Background: an optimization exercise with open tools, aiming at small area, a short achievable clock period and few clock cycles. Do not read the settings as production practice. RTL that was checked went through simulation tests only; none was proved equivalent to the original. Power figures rest on the tool's default switching activity, not on a simulated workload.

// Main
module Main(
    input clk,
    input rst,
    input ld_en,
    input [4:0] ld_addr,
    input [13:0] ld_data,
    output reg [13:0] Outp,
    output reg out_valid,
    output reg halted
    );
Size: about 520 flip-flops, roughly 38 I/O pins, about 0.023 mm^2 of cells after synthesis.
==> flow/config.mk <==
export PLATFORM = sky130hd
export DESIGN_NAME = Main
export DESIGN_NICKNAME = Main
export VERILOG_FILES = /design/flow/design.v
export SDC_FILE = /design/flow/constraint.sdc
export NUM_CORES = 4
export LEC_CHECK = 0
export CAP_MARGIN = 20
export CORE_MARGIN = 2
export CORE_UTILIZATION = 40
export SETUP_SLACK_MARGIN = 4.5
export SLEW_MARGIN = 20
==> flow/constraint.sdc <==
create_clock -name core_clock -period 7.0 [get_ports {clk}]
set_input_delay 1.4000 -clock core_clock [delete_from_list [all_inputs] [get_ports {clk}]]
set_output_delay 1.4000 -clock core_clock [all_outputs]
set_load 0.01 [all_outputs]
standard.sh (not shown) runs the stock make flow with config.mk's settings and CLKGATE_MAP_FILE= SYNTH_SCRIPT=/design/flow/synth_recipe.tcl, a recipe that flattens the netlist after the stock synthesis.
==> flow/flow/run.sh <==
#!/bin/bash
# The standard layout, with plain buffers on the ports (the platform's default
# picks a delay cell) and sizing not held to each cell's footprint.
set -euo pipefail
bash standard.sh \
  BUFFER_PORTS_ARGS="-buffer_cell sky130_fd_sc_hd__buf_4" \
  MATCH_CELL_FOOTPRINT=0 \
  finish > standard_flow.log 2>&1
==> next run, changes <==
Settings changed: SETUP_SLACK_MARGIN 4.5 to 4.8.
=> Register-to-register slack is better by 0.10 ns. Worst setup slack is better by 0.10 ns. Hold slack is better by 0.013 ns. Non-clock buffer count increases by 111.
==> next run, changes <==
--- a/flow/flow/run.sh
+++ b/flow/flow/run.sh
@@ -3 +3,2 @@
-# picks a delay cell) and sizing not held to each cell's footprint.
+# picks a delay cell), sizing not held to each cell's footprint, and a clock
+# tree without dummy balancing loads.
@@ -7,0 +9 @@
+  CTS_ARGS="-sink_clustering_enable -repair_clock_nets -dont_use_dummy_load" \
Settings changed: SETUP_SLACK_MARGIN 4.8 to 4.5.
After rerunning: Clock power goes down by 22%. Die area stays the same. Hold slack is worse by 0.012 ns.
Function was not checked in any run of this note: the RTL went through the layout flow alone.

---

Another version of the RTL of Main (not shown whole).
Size: ~1700 cells after synthesis, about 550 flip-flops, roughly 38 I/O pins.
clock: 7.0 ns
lec_check: 0
cap_margin: 20
core_margin: 2
core_utilization: 55
setup_slack_margin: 4.5
slew_margin: 20
==> flow/flow/run.sh <==
#!/bin/bash
# The standard layout, with plain buffers on the ports (the platform's default
# picks a delay cell), sizing not held to each cell's footprint, and a clock
# tree without dummy balancing loads.
set -euo pipefail
bash standard.sh \
  BUFFER_PORTS_ARGS="-buffer_cell sky130_fd_sc_hd__buf_4" \
  MATCH_CELL_FOOTPRINT=0 \
  CTS_ARGS="-sink_clustering_enable -repair_clock_nets -dont_use_dummy_load -sink_clustering_size 24 -sink_clustering_max_diameter 90" \
  finish > standard_flow.log 2>&1
The first run went through all stages and came out clean.
Testbench counts at the start, summed over its fixed seeds: cycles 57,899.
Edit:
--- a/flow/config.mk
+++ b/flow/config.mk
@@ -9,3 +9,3 @@
 export CORE_MARGIN = 2
-export CORE_UTILIZATION = 55
+export CORE_UTILIZATION = 70
 export SETUP_SLACK_MARGIN = 4.5
Routed wire length shrinks by 7.9%.
Synthesized area does not change.
Cell count shrinks by 4.5%.

---

Another version of the RTL of Main (not shown whole).
Size: ~1700 cells after synthesis, ~560 flip-flops, roughly 38 I/O pins.
==> flow/config.mk <==
export PLATFORM = sky130hd
export DESIGN_NAME = Main
export DESIGN_NICKNAME = Main
export VERILOG_FILES = /design/flow/design.v
export SDC_FILE = /design/flow/constraint.sdc
export NUM_CORES = 4
export LEC_CHECK = 0
export CAP_MARGIN = 20
export CORE_MARGIN = 2
export CORE_UTILIZATION = 70
export SETUP_SLACK_MARGIN = 4.6
export SLEW_MARGIN = 20
==> flow/constraint.sdc <==
create_clock -name core_clock -period 7.0 [get_ports {clk}]
set_input_delay 1.4000 -clock core_clock [delete_from_list [all_inputs] [get_ports {clk}]]
set_output_delay 1.4000 -clock core_clock [all_outputs]
set_load 0.01 [all_outputs]
Scripts as last shown in full above: flow/flow/run.sh
The starting point produced a clean layout.
Then changed:
Settings changed: SETUP_SLACK_MARGIN 4.6 to 4.5.
=> Non-clock buffer count fell by 31; final area drops by a few percent; die area does not change; clock-buffer cell count does not change; total power went down slightly; synthesized area is unchanged; register-to-register slack gets better by 0.03 ns; final cell count shrinks slightly; setup slack improves by 0.031 ns; routed wire length goes down by a few percent; utilization went down by 1.7 points.
Then changed:
Settings changed: SETUP_SLACK_MARGIN 4.5 to 4.35.
What happened: The new run passed the timing, design-rule and antenna checks. Critical path depth went down by 1. Sequential power stays flat. Routed wire length went down by a few percent. Die area does not change. Sequential cell count stays the same. Final cell count went down slightly.
Function was not checked in any run of this note: the RTL went through the layout flow alone.

---

Setup of lane 2:
Main, a different RTL version from the one above (not shown whole).
Size: about 1,300 cells after synthesis, about 530 flip-flops, ~38 I/O pins, about 23,000 sq um of cells after synthesis.
==> flow/config.mk <==
export PLATFORM = sky130hd
export DESIGN_NAME = Main
export DESIGN_NICKNAME = Main
export VERILOG_FILES = /design/flow/design.v
export SDC_FILE = /design/flow/constraint.sdc
export NUM_CORES = 4
export LEC_CHECK = 0
export CAP_MARGIN = 20
export CORE_MARGIN = 2
export CORE_UTILIZATION = 55
export SETUP_SLACK_MARGIN = 4.5
export SLEW_MARGIN = 20
==> flow/constraint.sdc <==
create_clock -name core_clock -period 7.0 [get_ports {clk}]
set_input_delay 1.4000 -clock core_clock [delete_from_list [all_inputs] [get_ports {clk}]]
set_output_delay 1.4000 -clock core_clock [all_outputs]
set_load 0.01 [all_outputs]
Scripts as last shown in full above: flow/flow/run.sh
Lane 2 was carried through to the last stage, and its layout satisfied the timing, design-rule and antenna checks.
Testbench counts of lane 2, summed over its fixed seeds: cycles 57,899.
The inputs of lane 5 differ from those of lane 2 as listed below.
Settings: changing CORE_UTILIZATION from 55 to 40.
==> run notes <==
Lane 5 vs. lane 2: utilization saw a decrease; met1 usage in global routing now smaller; worst setup slack went down.
Between lane 2 and lane 5, via count decreased.
Sort lane 2 and lane 5 by setup slack after placement, ascending, and lane 5 comes first.
Measured against lane 5, the number of fill cells in the layout of lane 2 comes out at 0.62 times the reference value.
Looking only at register-to-register slack, and setting everything else aside, the lower value of lane 2 and lane 5 goes to lane 5.

---

Main, a different RTL version from the one above (not shown whole).
Size: about 1,700 cells after synthesis, roughly 550 flip-flops, roughly 23,000 sq um of cells after synthesis.
Settings: LEC_CHECK=0, CAP_MARGIN=20, CORE_MARGIN=2, CORE_UTILIZATION=70, SETUP_SLACK_MARGIN=4.5, SLEW_MARGIN=20; clock period 7.0 ns.
Scripts as last shown in full above: flow/flow/run.sh
The starting point finished clean.
==> next run, changes <==
Settings changed: CORE_UTILIZATION 70 to 55.
After rerunning: The new run finished clean; cell count came out higher by 5.8%; non-clock buffer count decreases by 6; worst hold slack is about the same; clock power climbs by about 4%; setup slack is worse by 0.034 ns; clock-buffer cell count climbs by 1; cell area is about the same; total power increases by 1.2%; area after synthesis is unchanged.
No run of this note included a check of the RTL's function; only the layout flow was run.

---

Setup of rev 12:
The RTL this note starts from:
==> flow/design.v <==
`timescale 1ns / 1ps
module Main(
    input clk,
    input rst,
    input ld_en,
    input [4:0] ld_addr,
    input [13:0] ld_data,
    output reg [13:0] Outp,
    output reg out_valid,
    output reg halted
    );
    reg [13:0] prog [1:15];
    reg [13:0] data [0:15];
    reg [13:0] ir;
    reg [3:0]  pc;       
    reg [3:0]  fidx;     
    reg        fin;      
    reg        pend;     
    reg        xv;       
    reg [3:0]  xd;
    reg [13:0] xa, xb;
    reg        xc;
    wire [1:0] op = ir[13:12];
    wire [3:0] fa = ir[11:8];
    wire [3:0] fb = ir[7:4];
    wire [3:0] fc = ir[3:0];
    wire active = !rst && !fin;
    wire is_out = (op == 2'b11);
    wire is_mov = (op == 2'b10);
    wire is_sub = (op == 2'b01);
    wire last   = (pc == 4'd15);
    wire [13:0] xres = xa + xb + {13'd0, xc};
    integer i;
    reg [13:0] ma, mb, mf;
    always @(*) begin
        ma = 14'd0;
        mb = 14'd0;
        mf = 14'd0;
        for (i = 0; i < 16; i = i + 1) begin
            ma = ma | (data[i] & {14{fa == i}});
            mb = mb | (data[i] & {14{fb == i}});
        end
        for (i = 1; i < 16; i = i + 1)
            mf = mf | (prog[i] & {14{fidx == i}});
    end
    wire [13:0] ra = (xv && xd == fa) ? xres : ma;
    wire [13:0] rb = (xv && xd == fb) ? xres : mb;
    always @(posedge clk) begin
        for (i = 1; i < 16; i = i + 1)
            if (ld_en && ld_addr == i)
                prog[i] <= ld_data;
    end
    wire [13:0] wd = ld_en ? ld_data : xres;
    always @(posedge clk) begin
        for (i = 0; i < 16; i = i + 1)
            if ((ld_en && ld_addr == 16 + i) || (xv && xd == i))
                data[i] <= wd;
    end
    always @(posedge clk) begin
        if (rst) begin
            if (ld_en && ld_addr == 5'd0)
                ir <= ld_data;
        end else if (!fin)
            ir <= mf;
    end
    always @(posedge clk) begin
        if (rst) begin
            pc <= 4'd0;
            fidx <= 4'd1;
            fin <= 1'b0;
            pend <= 1'b0;
            halted <= 1'b0;
            xv <= 1'b0;
            out_valid <= 1'b0;
            Outp <= 14'd0;
        end else begin
            xv <= active && !is_out;
            out_valid <= active && is_out;
            pend <= active && last && is_out;
            if (pend || (active && last && !is_out))
                halted <= 1'b1;
            if (active) begin
                pc <= pc + 4'd1;
                fidx <= fidx + 4'd1;
                if (last)
                    fin <= 1'b1;
                if (is_out)
                    Outp <= ra;
            end
        end
    end
    always @(posedge clk) begin
        xd <= is_mov ? fb : fc;
        xa <= ra;
        xb <= (rb & {14{~is_mov}}) ^ {14{is_sub}};
        xc <= is_sub;
    end
endmodule
clock: 7.0 ns
lec_check: 0
cap_margin: 20
core_margin: 2
core_utilization: 40
slew_margin: 20
==> flow/flow/run.sh <==
#!/bin/bash
# The standard layout, with plain buffers on the ports (the platform's default
# picks a delay cell) and sizing not held to each cell's footprint.
set -euo pipefail
bash standard.sh \
  BUFFER_PORTS_ARGS="-buffer_cell sky130_fd_sc_hd__buf_4" \
  MATCH_CELL_FOOTPRINT=0 \
  finish > standard_flow.log 2>&1
> inputs changed (rev 12 -> rev 13)
- putting SETUP_SLACK_MARGIN at 4.5 where nothing was set
Notes after the runs:
Rev 13 vs. rev 12: final critical path time including I/O delays and setup went down by 0.82 ns. On rev 13: part of the power in combinational logic is 4.9 points higher than what rev 12 gave. Taking rev 12 as the reference, in rev 13 global-route usage increased 2.4 points, count of fill cells added during filler insertion decreased 296.
No run of this note included a check of the RTL's function; only the layout flow was run.

---

Another version of the RTL of Main (not shown whole).
Size: about 1700 cells after synthesis, roughly 540 flip-flops, roughly 38 I/O pins, ~23000 um^2 of cells after synthesis.
// Main
module Main(
    input clk,
    input rst,
    input ld_en,
    input [4:0] ld_addr,
    input [13:0] ld_data,
    output reg [13:0] Outp,
    output reg out_valid,
    output reg halted
    );
    function [3:0] dec2;
        input [1:0] x;
        dec2 = 4'b0001 << x;
    endfunction
    function [13:0] rd16;
        input [223:0] w;
        input [3:0] lo;
        input [3:0] hi;
        integer g, k;
        reg [13:0] q;
        begin
            rd16 = 14'd0;
            for (g = 0; g < 4; g = g + 1) begin
                q = 14'd0;
                for (k = 0; k < 4; k = k + 1)
                    q = q | (w[(4*g+k)*14 +: 14] & {14{lo[k]}});
                rd16 = rd16 | (q & {14{hi[g]}});
            end
        end
    endfunction
    reg [13:0] prog [1:15];
    reg [13:0] data [0:15];
    reg [1:0]  op;
    reg [3:0]  alo, ahi, blo, bhi, clo, chi;
    reg [3:0]  fidx;     
    reg        fin;      
    reg        pend;     
    reg        xv;       
    reg [3:0]  xlo, xhi;
    reg [13:0] xa, xb;
    reg        xc;
    reg        wv;       
    reg        pv;       
    reg [3:0]  wlo, whi;
    reg [13:0] wr;
    wire active = !rst && !fin;
    wire is_out = (op == 2'b11);
    wire is_mov = (op == 2'b10);
    wire is_sub = (op == 2'b01);
    wire last   = (fidx == 4'd0);
    wire [13:0] xres = xa + xb + {13'd0, xc};
    integer i;
    reg [223:0] dflat, pflat;
    always @(*) begin
        for (i = 0; i < 16; i = i + 1)
            dflat[i*14 +: 14] = data[i];
        pflat[13:0] = 14'd0;
        for (i = 1; i < 16; i = i + 1)
            pflat[i*14 +: 14] = prog[i];
    end
    wire [13:0] ma = rd16(dflat, alo, ahi);
  ...
Settings: LEC_CHECK=0, CAP_MARGIN=20, CORE_MARGIN=2, CORE_UTILIZATION=70, SETUP_SLACK_MARGIN=4.5, SLEW_MARGIN=20; clock period 7.0 ns.
==> flow/flow/run.sh <==
#!/bin/bash
# The standard layout, with plain buffers on the ports (the platform's default
# picks a delay cell), sizing not held to each cell's footprint, and a clock
# tree without dummy balancing loads.
set -euo pipefail
bash standard.sh \
  BUFFER_PORTS_ARGS="-buffer_cell sky130_fd_sc_hd__buf_4" \
  MATCH_CELL_FOOTPRINT=0 \
  CTS_ARGS="-sink_clustering_enable -repair_clock_nets -dont_use_dummy_load -sink_clustering_size 24 -sink_clustering_max_diameter 90" \
  finish > standard_flow.log 2>&1
The starting point went through all stages and came out clean.
Change:
--- a/flow/config.mk
+++ b/flow/config.mk
@@ -8,5 +8,5 @@
 export CAP_MARGIN = 20
 export CORE_MARGIN = 2
-export CORE_UTILIZATION = 70
+export CORE_UTILIZATION = 55
 export SETUP_SLACK_MARGIN = 4.5
 export SLEW_MARGIN = 20
After rerunning:
- utilization is lower by 16 points
- sequential share of layout area is lower by 0.72 points
- combinational power is higher by about 4%
- design area is higher by 1.2%
- wire length is higher by 4.2%
- cell count is higher by 4.2%
- sequential cell count does not change
- die area is higher by 27%
- hold slack is worse by 0.019 ns
- clock skew is higher by 0.0034 ns
- non-clock buffer count is higher by 1
No run of this note included a check of the RTL's function; only the layout flow was run.

---

v6:
Main, a different RTL version from the one above (not shown whole).
Size in the first run: roughly 1700 cells after synthesis, about 38 I/O pins, about 23000 sq um of cells after synthesis.
Design Main, start of the top module:
module Main(
    input clk,
    input rst,
    input ld_en,
    input [4:0] ld_addr,
    input [13:0] ld_data,
    output reg [13:0] Outp,
    output reg out_valid,
    output reg halted
    );
    reg [13:0] prog [1:15];
    reg [13:0] data [0:15];
    reg [13:0] ir;
    reg [3:0]  pc;       
    reg [3:0]  fidx;     
    reg        fin;      
    reg        pend;     
    reg        xv;       
    reg [3:0]  xd;
    reg [13:0] xa, xb;
    reg        xc;
    wire [1:0] op = ir[13:12];
    wire [3:0] fa = ir[11:8];
    wire [3:0] fb = ir[7:4];
    wire [3:0] fc = ir[3:0];
    wire active = !rst && !fin;
    wire is_out = (op == 2'b11);
    wire is_mov = (op == 2'b10);
    wire is_sub = (op == 2'b01);
    wire last   = (pc == 4'd15);
    wire [13:0] xres = xa + xb + {13'd0, xc};
    integer i;
    reg [13:0] ma, mb, mf;
    always @(*) begin
        ma = 14'd0;
        mb = 14'd0;
        mf = 14'd0;
        for (i = 0; i < 16; i = i + 1) begin
            ma = ma | (data[i] & {14{fa == i}});
            mb = mb | (data[i] & {14{fb == i}});
        end
        for (i = 1; i < 16; i = i + 1)
            mf = mf | (prog[i] & {14{fidx == i}});
    end
    wire [13:0] ra = (xv && xd == fa) ? xres : ma;
    wire [13:0] rb = (xv && xd == fb) ? xres : mb;
    always @(posedge clk) begin
        for (i = 1; i < 16; i = i + 1)
            if (ld_en && ld_addr == i)
                prog[i] <= ld_data;
    end
    wire [13:0] wd = ld_en ? ld_data : xres;
  ...
export LEC_CHECK = 0
export CAP_MARGIN = 20
export CORE_MARGIN = 2
export CORE_UTILIZATION = 40
export SETUP_SLACK_MARGIN = 3.5
export SLEW_MARGIN = 20
create_clock -name core_clock -period 7.0 [get_ports {clk}]
run.sh (not shown) runs the stock make flow with config.mk's settings and CLKGATE_MAP_FILE= SYNTH_SCRIPT=/design/flow/synth_recipe.tcl, a recipe that flattens the netlist after the stock synthesis.
Stock flow here: none of the scripts above is used.
Testbench counts of v6, summed over its fixed seeds: cycles 57,899.
Changes in v7 relative to v6:
Settings: SETUP_SLACK_MARGIN removed (was 3.5).
==> run notes <==
- Both conditions hold for v7: the flow ran to the end and the final layout passed the timing, design-rule and antenna checks.
- Number of fill cells delta (v7 -> v6): insignificant
- Routed wire length: v6 vs v7 — no meaningful difference
- Final critical delay including setup and external delays, v6 and v7: lower on v6
- Area occupied by multi-input gates across v6 and v7: no real change.
- Initial antenna violation count: v6 vs v7, no meaningful difference
- Between v7 and v6, the post-route total power figures differ only marginally.
- Utilization: v6 vs v7, no meaningful difference
- Sequential share of cell area across v6 and v7: no real change.

==> separate check: timing with driven ports <==
Ports are ideal in the flow. The routed layouts listed here were re-timed in OpenROAD.
Step 1 sets driving cells, clkbuf_16 on the clock port and buf_2 on the other inputs (assumed; they add their load-dependent delay and slew).
Step 2 adds t to the input delays and takes it off the output delays; t is the mean of the earliest and latest rising clock arrival at the registers after step 1. Input paths then give back, and output paths get back, about the clock's delay inside the block.
Slacks: ideal / step 1 / step 2; pairs: ideal / step 1.
| run | shift t [ns] | setup slack, ns | hold WS [ns] | cell pins on the clock port's net |
|---|---|---|---|---|
| the first run of note 1 | 0.679 | 4.232 / 4.232 / 3.826 | 0.463 / 0.463 / 0.463 | 1 |
| the second run of note 1 | 0.685 | 4.335 / 4.335 / 3.873 | 0.476 / 0.476 / 0.476 | 1 |
| the third run of note 1 | 0.643 | 4.287 / 4.287 / 3.854 | 0.463 / 0.463 / 0.463 | 1 |
| the first run of note 2 | 0.646 | 4.520 / 4.468 / 3.976 | 0.450 / 0.450 / 0.450 | 1 |
| the second run of note 2 | 0.628 | 4.496 / 4.481 / 4.026 | 0.455 / 0.455 / 0.455 | 1 |
| the first run of note 3 | 0.624 | 4.469 / 4.469 / 4.103 | 0.462 / 0.462 / 0.462 | 1 |
| the second run of note 3 | 0.619 | 4.500 / 4.483 / 4.040 | 0.462 / 0.462 / 0.462 | 1 |
| the third run of note 3 | 0.619 | 4.266 / 4.266 / 3.964 | 0.463 / 0.463 / 0.463 | 1 |
| lane 2 | 0.630 | 4.386 / 4.386 / 4.020 | 0.443 / 0.443 / 0.443 | 1 |
| lane 5 | 0.620 | 4.357 / 4.357 / 3.959 | 0.467 / 0.467 / 0.467 | 1 |
| the first run of note 5 | 0.625 | 4.426 / 4.426 / 4.010 | 0.465 / 0.465 / 0.465 | 1 |
| the second run of note 5 | 0.640 | 4.392 / 4.392 / 4.076 | 0.468 / 0.468 / 0.468 | 1 |
| rev 12 | 0.671 | 3.427 / 3.427 / 3.172 | 0.454 / 0.454 / 0.454 | 1 |
| rev 13 | 0.678 | 4.244 / 4.244 / 3.826 | 0.452 / 0.452 / 0.452 | 1 |
| the first run of note 7 | 0.623 | 4.454 / 4.454 / 4.003 | 0.480 / 0.480 / 0.480 | 1 |
| the second run of note 7 | 0.643 | 4.476 / 4.476 / 4.050 | 0.461 / 0.461 / 0.461 | 1 |
| v6 | 0.680 | 3.432 / 3.441 / 2.778 | 0.433 / 0.433 / 0.433 | 1 |
| v7 | 0.679 | 3.271 / 3.271 / 2.763 | 0.437 / 0.437 / 0.437 | 1 |
After both steps setup and hold are still met in every run listed. For v6, which loses most, drivers alone change the setup slack by +0.009 ns; drivers and shift together by -0.654 ns.
